From an optimization exercise on the open Yosys and OpenROAD flow, aimed at small area, a short achievable clock period and few clock cycles; shortcuts taken in it are not production practice. Function was checked by simulation only, so behaviour that the tests miss may differ from the original.

==> flow/design.v <==
module bitcoin_hash1(  
input logic          clk, reset_n, start,
input logic   [15:0] message_addr, output_addr,
output logic          done, mem_we,
output logic   [15:0] mem_addr,
output logic   [31:0] mem_write_data,
input logic   [31:0] mem_read_data);
enum logic [3:0] {IDLE, PREPREP, READ, COMPUTE, POST, READ2, COMPUTE2_2, POST2, NEXTPREP, WRITE, PREP3, DONE} state;
 logic [7:0] rc;  
 logic [3:0] wc;
 logic [6:0] tnew,twoo;
 logic [31:0] A,B,C,D,E,F,G,H_H,kT,j_curr, wTemp,Sdot,Wnew;
 logic [31:0] w[16];
 logic [31:0] H[8];
 logic [31:0] readstor[3];
 logic [31:0] Hstor[8];
 logic [5:0] nonce;
 logic compstate;
function automatic logic [31:0] sha256_k(input logic [6:0] i);
  case (i)
    7'd0: sha256_k = 32'h428a2f98;
    7'd1: sha256_k = 32'h71374491;
    7'd2: sha256_k = 32'hb5c0fbcf;
    7'd3: sha256_k = 32'he9b5dba5;
    7'd4: sha256_k = 32'h3956c25b;
    7'd5: sha256_k = 32'h59f111f1;
    7'd6: sha256_k = 32'h923f82a4;
    7'd7: sha256_k = 32'hab1c5ed5;
    7'd8: sha256_k = 32'hd807aa98;
    7'd9: sha256_k = 32'h12835b01;
    7'd10: sha256_k = 32'h243185be;
    7'd11: sha256_k = 32'h550c7dc3;
    7'd12: sha256_k = 32'h72be5d74;
    7'd13: sha256_k = 32'h80deb1fe;
    7'd14: sha256_k = 32'h9bdc06a7;
    7'd15: sha256_k = 32'hc19bf174;
    7'd16: sha256_k = 32'he49b69c1;
    7'd17: sha256_k = 32'hefbe4786;
    7'd18: sha256_k = 32'h0fc19dc6;
    7'd19: sha256_k = 32'h240ca1cc;
    7'd20: sha256_k = 32'h2de92c6f;
    7'd21: sha256_k = 32'h4a7484aa;
    7'd22: sha256_k = 32'h5cb0a9dc;
    7'd23: sha256_k = 32'h76f988da;
    7'd24: sha256_k = 32'h983e5152;
    7'd25: sha256_k = 32'ha831c66d;
    7'd26: sha256_k = 32'hb00327c8;
    7'd27: sha256_k = 32'hbf597fc7;
    7'd28: sha256_k = 32'hc6e00bf3;
    7'd29: sha256_k = 32'hd5a79147;
    7'd30: sha256_k = 32'h06ca6351;
    7'd31: sha256_k = 32'h14292967;
    7'd32: sha256_k = 32'h27b70a85;
    7'd33: sha256_k = 32'h2e1b2138;
    7'd34: sha256_k = 32'h4d2c6dfc;
    7'd35: sha256_k = 32'h53380d13;
    7'd36: sha256_k = 32'h650a7354;
    7'd37: sha256_k = 32'h766a0abb;
    7'd38: sha256_k = 32'h81c2c92e;
    7'd39: sha256_k = 32'h92722c85;
    7'd40: sha256_k = 32'ha2bfe8a1;
    7'd41: sha256_k = 32'ha81a664b;
    7'd42: sha256_k = 32'hc24b8b70;
    7'd43: sha256_k = 32'hc76c51a3;
    7'd44: sha256_k = 32'hd192e819;
    7'd45: sha256_k = 32'hd6990624;
    7'd46: sha256_k = 32'hf40e3585;
    7'd47: sha256_k = 32'h106aa070;
    7'd48: sha256_k = 32'h19a4c116;
    7'd49: sha256_k = 32'h1e376c08;
    7'd50: sha256_k = 32'h2748774c;
    7'd51: sha256_k = 32'h34b0bcb5;
    7'd52: sha256_k = 32'h391c0cb3;
    7'd53: sha256_k = 32'h4ed8aa4a;
    7'd54: sha256_k = 32'h5b9cca4f;
    7'd55: sha256_k = 32'h682e6ff3;
    7'd56: sha256_k = 32'h748f82ee;
    7'd57: sha256_k = 32'h78a5636f;
    7'd58: sha256_k = 32'h84c87814;
    7'd59: sha256_k = 32'h8cc70208;
    7'd60: sha256_k = 32'h90befffa;
    7'd61: sha256_k = 32'ha4506ceb;
    7'd62: sha256_k = 32'hbef9a3f7;
    7'd63: sha256_k = 32'hc67178f2;
    default: sha256_k = 32'h0;
  endcase
endfunction
function logic [31:0] rightrotate(input logic [31:0] x,
                                  input logic [7:0] r);
begin
    rightrotate = (x >> r) | (x << (32-r));
end
endfunction
always @(tnew) begin
	twoo = tnew + 7'b1;
end
function logic [255:0] sha256_opop(input logic [31:0] a, b, c, d, e, f, g, h, j);
	 logic [31:0] S1, S0, ch, maj, t1, t2;  
begin
    S1 = rightrotate(e, 6) ^ rightrotate(e, 11) ^ rightrotate(e, 25);
    ch = (e & f) ^ ((~e) & g); 
    t1 = S1 + ch + j;
    S0 = rightrotate(a, 2) ^ rightrotate(a, 13) ^ rightrotate(a, 22);
    maj = (a & b) ^ (a & c) ^ (b & c);
    t2 = S0 + maj;
    sha256_opop = {t1 + t2, a, b, c, d + t1, e, f, g};
end
endfunction
function logic [31:0] wtnew(input logic [31:0] woo);  
 logic [31:0] s1;
 s1 = rightrotate(w[14],17)^rightrotate(w[14],19)^(w[14]>>10);
 wtnew = woo + s1;
endfunction
always_ff @(posedge clk) begin
	case(rc)
		7'd18: begin
			readstor[0] <= mem_read_data;
		end
		7'd19: begin
			readstor[1] <= mem_read_data;
		end
		7'd20: begin
			readstor[2] <= mem_read_data;
		end
	endcase
end
always_ff @(posedge clk, negedge reset_n) begin
	if(!reset_n) begin
		state <= IDLE;
		done <= 0;
		mem_we <= 0;
	end else 
	case (state)
	IDLE:  
		if(start) begin
		done <= 0;
		mem_we <= 0;
		mem_addr <= message_addr;
		rc <= 1;
		wc <=0;
		A <= 32'h6a09e667;
			B <= 32'hbb67ae85;
			C <= 32'h3c6ef372;
			D <= 32'ha54ff53a;
			E <= 32'h510e527f;
			F <= 32'h9b05688c;
			G <= 32'h1f83d9ab;
			H_H <= 32'h5be0cd19;
			H[0] <= 32'h6a09e667;
			H[1] <= 32'hbb67ae85;
			H[2] <= 32'h3c6ef372;
			H[3] <= 32'ha54ff53a;
			H[4] <= 32'h510e527f;
			H[5] <= 32'h9b05688c;
			H[6] <= 32'h1f83d9ab;
			H[7] <= 32'h5be0cd19;
		state <= PREPREP;
		end
	PREPREP:
		begin
		tnew <= 1;
		kT <= H[7] + sha256_k(0);
		mem_addr <= message_addr+rc;
		rc <= rc + 7'd1;
		nonce <= 32'h0;
		state<=READ;
		end
	READ:
		begin
			w[0] <= mem_read_data;
			j_curr  <= mem_read_data + kT;
			kT <= H[6] + sha256_k(tnew);
			mem_addr <= message_addr+rc;
			rc <= rc + 7'd1;
			state <= COMPUTE;
		end
	COMPUTE:
		begin
			{A,B,C,D,E,F,G,H_H} <= sha256_opop(A,B,C,D,E,F,G,H_H,j_curr);   
			tnew <= tnew + 7'b1;
			mem_we <= 0;   
			mem_addr <= message_addr+rc;
			if (tnew == 14) begin   
				wTemp <= w[0] + w[9];
				Sdot <= rightrotate(w[1],7)^rightrotate(w[1],18)^(w[1]>>3);
			end
			if (tnew == 15) begin
				Wnew <= wTemp + Sdot;
				wTemp <= w[1] + w[10];
				Sdot <= rightrotate(w[2],7)^rightrotate(w[2],18)^(w[2]>>3);
			end
			if (tnew < 64) begin
				rc <= rc + 7'd1;
				kT <= F + sha256_k(twoo);
			end
			if (tnew == 62) begin
				H[3] <= H[3] + A;
				H[7] <= H[7] + E;
			end
			if (tnew == 63) begin
				H[2] <= H[2] + A;			
				H[6] <= H[6] + E;
				Hstor[3] <= H[3];
				Hstor[7] <= H[7];
			end
			if (tnew < 16) begin	
				w[tnew] <= mem_read_data;
				j_curr  <= mem_read_data + kT;
			end else if ((tnew < 64) && (tnew > 15)) begin
				for (int n = 0; n < 15; n++) w[n] <= w[n+1];  
				w[15] <= wtnew(Wnew);
				j_curr <= kT + wtnew(Wnew);
				Wnew <= wTemp + Sdot;
				wTemp <= w[2] + w[11];  
				Sdot <= rightrotate(w[3],7)^rightrotate(w[3],18)^(w[3]>>3);  
			end else begin
				H[1] <= H[1] + A;
				H[5] <= H[5] + E;
				Hstor[2] <= H[2];
				Hstor[6] <= H[6];
				state<=POST;
			end
		end
	POST:
		begin
			H[0] <= H[0] + A;
			H[4] <= H[4] + E;
			Hstor[1] <= H[1];
			Hstor[5] <= H[5];
			tnew <= tnew>>6;  
			kT <= H[7] + sha256_k(0);
			A <= H[0] + A;
			B <= H[1];
			C <= H[2];
			D <= H[3];
			E <= H[4] + E;
			F <= H[5];
			G <= H[6];
			H_H <= H[7];
			state<=READ2;
		end
	READ2:
		begin
			Hstor[0] <= H[0];
			Hstor[4] <= H[4];
			w[0] <= readstor[0];
			wTemp <= readstor[0];
			j_curr <= readstor[0] + kT;
			kT <= G + sha256_k(tnew);
			w[1] <= readstor[1];
			w[2] <= readstor[2];
			w[3] <= nonce;  
				nonce <= nonce + 32'h1;
				w[4] <= 32'h80000000;
				for (int i = 5; i < 15; i++) w[i] <= 32'h00000000;
				w[15] <= 32'd640;
			compstate<=0;
			state <= COMPUTE2_2;
		end
	COMPUTE2_2:
		begin
			{A,B,C,D,E,F,G,H_H} <= sha256_opop(A,B,C,D,E,F,G,H_H,j_curr);   
			tnew <= tnew + 7'b1;
			if (tnew == 14) begin   
				wTemp <= w[0] + w[9];
				Sdot <= rightrotate(w[1],7)^rightrotate(w[1],18)^(w[1]>>3);
			end
			if (tnew == 15) begin
				Wnew <= wTemp + Sdot;
				wTemp <= w[1] + w[10];
				Sdot <= rightrotate(w[2],7)^rightrotate(w[2],18)^(w[2]>>3);
			end
			if (tnew < 64) begin
				kT <= F + sha256_k(twoo);
			end
			if (tnew == 62) begin
				H[3] <= H[3] + A;
				H[7] <= H[7] + E;
			end
			if (tnew == 63) begin
				H[2] <= H[2] + A;
				H[6] <= H[6] + E;
			end
			if(tnew < 16) begin   
					j_curr  <= w[tnew] + kT;
			end else if ((tnew < 64) && (tnew > 15)) begin
				for (int n = 0; n < 15; n++) w[n] <= w[n+1];  
				w[15] <= wtnew(Wnew);
				j_curr <= kT + wtnew(Wnew);
				Wnew <= wTemp + Sdot;
				wTemp <= w[2] + w[11];  
				Sdot <= rightrotate(w[3],7)^rightrotate(w[3],18)^(w[3]>>3);  
			end else begin
				H[1] <= H[1] + A;
				H[5] <= H[5] + E;
				if(compstate == 0) begin
					compstate <= 1;
					state<=POST2;
				end else if (compstate == 1) begin
					compstate<= 0;
					state<=WRITE;
				end
			end
		end
	POST2:
		begin
			H[0] <= H[0] + A;
			H[4] <= H[4] + E;
			w[0] <= A + H[0];
			w[1] <= H[1];
			w[2] <= H[2];
			w[3] <= H[3];
			w[4] <= E + H[4];
			w[5] <= H[5];
			w[6] <= H[6];
			w[7] <= H[7];
			w[8] <= 32'h80000000;
			for (int i = 9; i < 15; i++) begin
				w[i] <= 32'h00000000;
			end
			w[15] <= 32'd256;
			tnew <= 1;
			kT <= 32'h5be0cd19 + sha256_k(0);
			H[0] <= 32'h6a09e667;
			H[1] <= 32'hbb67ae85;
			H[2] <= 32'h3c6ef372;
			H[3] <= 32'ha54ff53a;
			H[4] <= 32'h510e527f;
			H[5] <= 32'h9b05688c;
			H[6] <= 32'h1f83d9ab;
			H[7] <= 32'h5be0cd19;
			A <= 32'h6a09e667;
			B <= 32'hbb67ae85;
			C <= 32'h3c6ef372;
			D <= 32'ha54ff53a;
			E <= 32'h510e527f;
			F <= 32'h9b05688c;
			G <= 32'h1f83d9ab;
			H_H <= 32'h5be0cd19;
			state <= PREP3;
		end
	PREP3:
		begin  
			j_curr  <= w[0] + kT;
			kT <= H[6] + sha256_k(tnew);
			state <= COMPUTE2_2;
		end
	WRITE:
		begin
			mem_we <= 1;
			mem_addr <= output_addr + wc;
			mem_write_data <= H[0] + A;
			if (wc < 15) begin
				wc <= wc + 4'd1;
				A <= Hstor[0];
				B <= Hstor[1];
				C <= Hstor[2];
				D <= Hstor[3];
				E <= Hstor[4];
				F <= Hstor[5];
				G <= Hstor[6];
				H_H <= Hstor[7];
				for (int k = 0; k < 8; k++) begin
					H[k] <= Hstor[k];
				end
				w[0] <= readstor[0];
				w[1] <= readstor[1];
				w[2] <= readstor[2];
				kT <= Hstor[7] + sha256_k(0);
				tnew<= tnew>>6;  
				state<=NEXTPREP;
			end else begin
				state<=DONE;
			end
		end
	NEXTPREP:
		begin
			mem_we <= 0;
			kT <= G + sha256_k(tnew);
			j_curr  <= w[0] + kT;
			nonce <= nonce + 32'h1;
			w[3] <= nonce;
			w[4] <= 32'h80000000;
			for (int i = 5; i < 15; i++) w[i] <= 32'h00000000;
			w[15] <= 32'd640;
			state <= COMPUTE2_2;
		end
	DONE: begin
		mem_we <= 0;
		done <=1;
		state <= IDLE;
		end
	endcase
end
endmodule
==> flow/run.sh <==
#!/bin/bash
# synth_recipe.tcl (not shown) runs the flow's synth.tcl, then flattens the netlist and writes it again
# the make line also repeats each setting of config.mk as NAME=value (left out here)
make -C /OpenROAD-flow-scripts/flow DESIGN_CONFIG=/design/flow/config.mk WORK_HOME=/design/flow/orfs CLKGATE_MAP_FILE= SYNTH_SCRIPT=/design/flow/synth_recipe.tcl finish
==> flow/config.mk <==
export PLATFORM = sky130hd
export DESIGN_NAME = bitcoin_hash1
export DESIGN_NICKNAME = bitcoin_hash1
export VERILOG_FILES = /design/flow/design.v
export SDC_FILE = /design/flow/constraint.sdc
export NUM_CORES = 8
export LEC_CHECK = 0
export CAP_MARGIN = 20
export CORE_MARGIN = 2
export CORE_UTILIZATION = 40
export SLEW_MARGIN = 20
==> flow/constraint.sdc <==
create_clock -name core_clock -period 8.0 [get_ports {clk}]
set_input_delay 1.6000 -clock core_clock [delete_from_list [all_inputs] [get_ports {clk}]]
set_output_delay 1.6000 -clock core_clock [all_outputs]
set_load 0.01 [all_outputs]
==> reports/summary.txt <==
status -> complete, no violations
area of the multi-input gates -> 68900 um^2
Setup Skew -> 0.104 ns
Worst Hold Margin -> 0.444 ns
initial DRC count -> 22100
mean number of vias per cell -> 6.94
dpl hpwl -> 512000 um
syn nets -> 13700
Initial Utilization -> 0.402
Post-CTS Hold Fix Bufs -> 0
final WL -> 682000 um
clock transition at the registers of the reported paths -> 0.07 ns
area share of the largest cell type after synthesis -> 0.390
Max stage delay on crit path -> 0.49 ns
core region area -> 302000 um^2
crit end category -> register
Compound-Gate Fraction of Synth Area -> 0.241
Rows -> 202
Stages on worst setup path -> 28
Ports -> 117
leading area contributor after synthesis -> edfxtp_1
CTS tree -> built
most frequent CP cell -> fa_1
Syn Inst Count -> 12800
max-slew violations -> 0
reg-to-reg slack, setup -> 1.01 ns
Largest delay share family, worst path -> compound AO/OA/AOI/OAI gates
Antenna Nets Post-Route -> 0
DIE WIDTH -> 555 um
setup_tns -> 0 ns
vias in the first global route -> 104000
CP Buf/Inv Count -> 3
multiplexer share of the synthesized area -> 0.0450
Relative slew margins -> 0.119
min-delay src -> H[3][0]$_DFFE_PP_
Clk Latency, worst-skew pair -> 0.97 ns
via count -> 118000
Max-Cap Viols -> 0
first-pass GRT wire length -> 907000 um
Nets -> 13600
Simple-Gate Fraction of Synth Area -> 0.111
XOR/XNOR Fraction of Synth Area -> 0.0741
WP data arrival -> 7.72 ns
GRT Util Overall -> 0.426
fin crit period -> 6.99 ns
P&R area growth vs syn -> 11.2%
Post-CTS Resized -> 0
Final WS setup -> 1.01 ns
Die Y -> 555 um
post-synthesis sequential area ratio -> 0.397
period utilization -> 0.874
post-synthesis sequential element count -> 1616
share of layout cells above drive strength 1 -> 0.0723
Reg area -> 48200 um^2
crit path launch type -> register
Slew @ Worst Pin -> 1.31 ns
wire per inst -> 40.2 um
Finished Layout Cells -> 16900
number of buffers created by CTS -> 199
Synth cell types -> 110
Final GP Congestion -> 1.10
placed cells -> 16500
final number of hold-violating endpoints -> 0
initial antenna violation count -> 94
CP Launch Point -> E[7]$_DFFE_PP_
worst reg2reg endpoint -> A[31]$_DFFE_PP_
Worst Path Max Fanout -> 6
dpl ws -> 1.05 ns
Mapped Avg Cell Area -> 9.46 um^2
# clock sinks -> 1616
largest net degree at the start of global routing -> 145
fraction of registers with async set/reset -> 0.00371
CP max stage cell -> fa_1
CP Class -> register to register
Hold WC Path Type -> register to register
Netlist Area Pre-Place -> 121000 um^2
Clock Path Buffers -> 4
die area -> 308000 um^2
root buffer cell -> clkbuf_16
H-tree levels -> 4
Critical Path End -> A[31]$_DFFE_PP_
final setup violation count -> 0
RSZ-0062 raised after global routing -> false
Worst R2R Path Depth -> 28
largest family of logic cells by synthesized area -> compound AO/OA/AOI/OAI gates
Crit path required time -> 8.72 ns
Reg-to-Reg Start -> E[7]$_DFFE_PP_
Synth area leaders -> edfxtp_1, ha_1, o21ai_0, a21oi_1, xnor2_1
hold path depth -> 0
Adder-Cell Fraction of Synth Area -> 0.0905
drc violations -> 0
number of flops mapped to enable cells by yosys -> 1578
total gr overflow -> 0
commonest cells after routing, fill and taps aside -> edfxtp_1, nand2_1, o21ai_0, a21oi_1, nor2_1
Filler cells -> 29400
Max Fclk -> 143 MHz
most common cell after layout, fill and taps aside -> edfxtp_1
drt first pass iters -> 12
IO Port Bufs -> 116
Post-CTS Setup Inserts -> 0
Main synth FF type -> edfxtp_1
YS warnings -> 5
==> cells by family after synthesis <==
family	count (synthesis)
compound gates	4490
flops	1616
fa+ha+maj	826
buf+inv	1313
simple gates	3028
mux	541
xor+xnor	1024
==> synthesized netlist by cell type (all sizes together), types with 197 or more instances <==
cell type and count:
ha 735, a21o 383, nand3 197, a21oi 1114, inv 438, edfxtp 1578
o21ai 1205, mux2i 532, nand2 1233, xor2 396, o211ai 198, nor2 843
xnor2 627, clkbuf 715, a222oi 197
==> layout make-up <==
type	instances	area share
diodes	56	0.00104
clock buffers	239	0.0385
clock inverters	120	0.00856
inverters	447	0.0124
multi-input cells	9909	0.510
flip-flops and latches	1616	0.357
well taps	3978	0.0369
repair buffers	574	0.0357
==> stage by stage <==
stage / area, um^2 / util
after floorplan: 121000 / -
after global placement: 128000 / 0.425
after detailed placement: 128000 / 0.425
after CTS: 135000 / 0.446
after global routing: 135000 / 0.446
final: 135000 / 0.447
==> routing by layer <==
metal | GRT usage | vias to the layer above | wire length [um]
li1 | - | 48300 | -
met1 | 0.541 | 57300 | 251000
met2 | 0.573 | 9824 | 264000
met3 | 0.169 | 2215 | 102000
met4 | 0.324 | 56 | 64100
met5 | 0.00438 | - | 471
==> worst min path at each step <==
stage / to / slack [ns]
6_report: Hstor[3][0]$_DFFE_PP_ / 0.44
4_1_cts: Hstor[0][27]$_DFFE_PP_ / 0.46
3_3_place_gp: Hstor[0][21]$_DFFE_PP_ / 0.44
3_5_place_dp: Hstor[4][11]$_DFFE_PP_ / 0.44
5_1_grt: Hstor[0][22]$_DFFE_PP_ / 0.47
2_1_floorplan: Hstor[0][0]$_DFFE_PP_ / 0.43
==> registers in the layout, indices dropped and copies added, names as in the netlist, 4 cells and up, named ones only <==
register and flops:
mem_write_data 32, Wnew 32, wc 4, w 512
A 32, rc 8, j_curr 32, Hstor 256
wTemp 32, E 32, readstor 96, tnew 7
G 32, F 32, C 32, B 32
kT 32, nonce 6, D 32, mem_addr 16
Sdot 32, H 256, state 4
Testbench counts, summed over its fixed seeds: cycles 104,696.

what the ideal ports hide:
The flow's constraints put no driver on any port. The routed layout listed below was extracted and timed again, unchanged, in two steps. Step 1 sets driving cells, clkbuf_16 on the clock port and buf_2 on the other inputs (assumed; they add their load-dependent delay and slew). Step 2 times the ports against the registers' clock, not the clock port: input delays grow and output delays shrink by t, the midpoint of the rising clock arrivals with the driver on. Three values: no drivers, after step 1, after step 2; two values: the first two.
shift t [ns]: 1.022
setup slack, ns: 1.005 / 1.005 / 1.005
hold WS [ns]: 0.444 / 0.444 / 0.444
clock arrival spread, ns: 0.104 / 0.105
After both steps setup and hold are still met in this run. For this run, drivers alone change the setup slack by 0.000 ns; drivers and shift together by 0.000 ns.
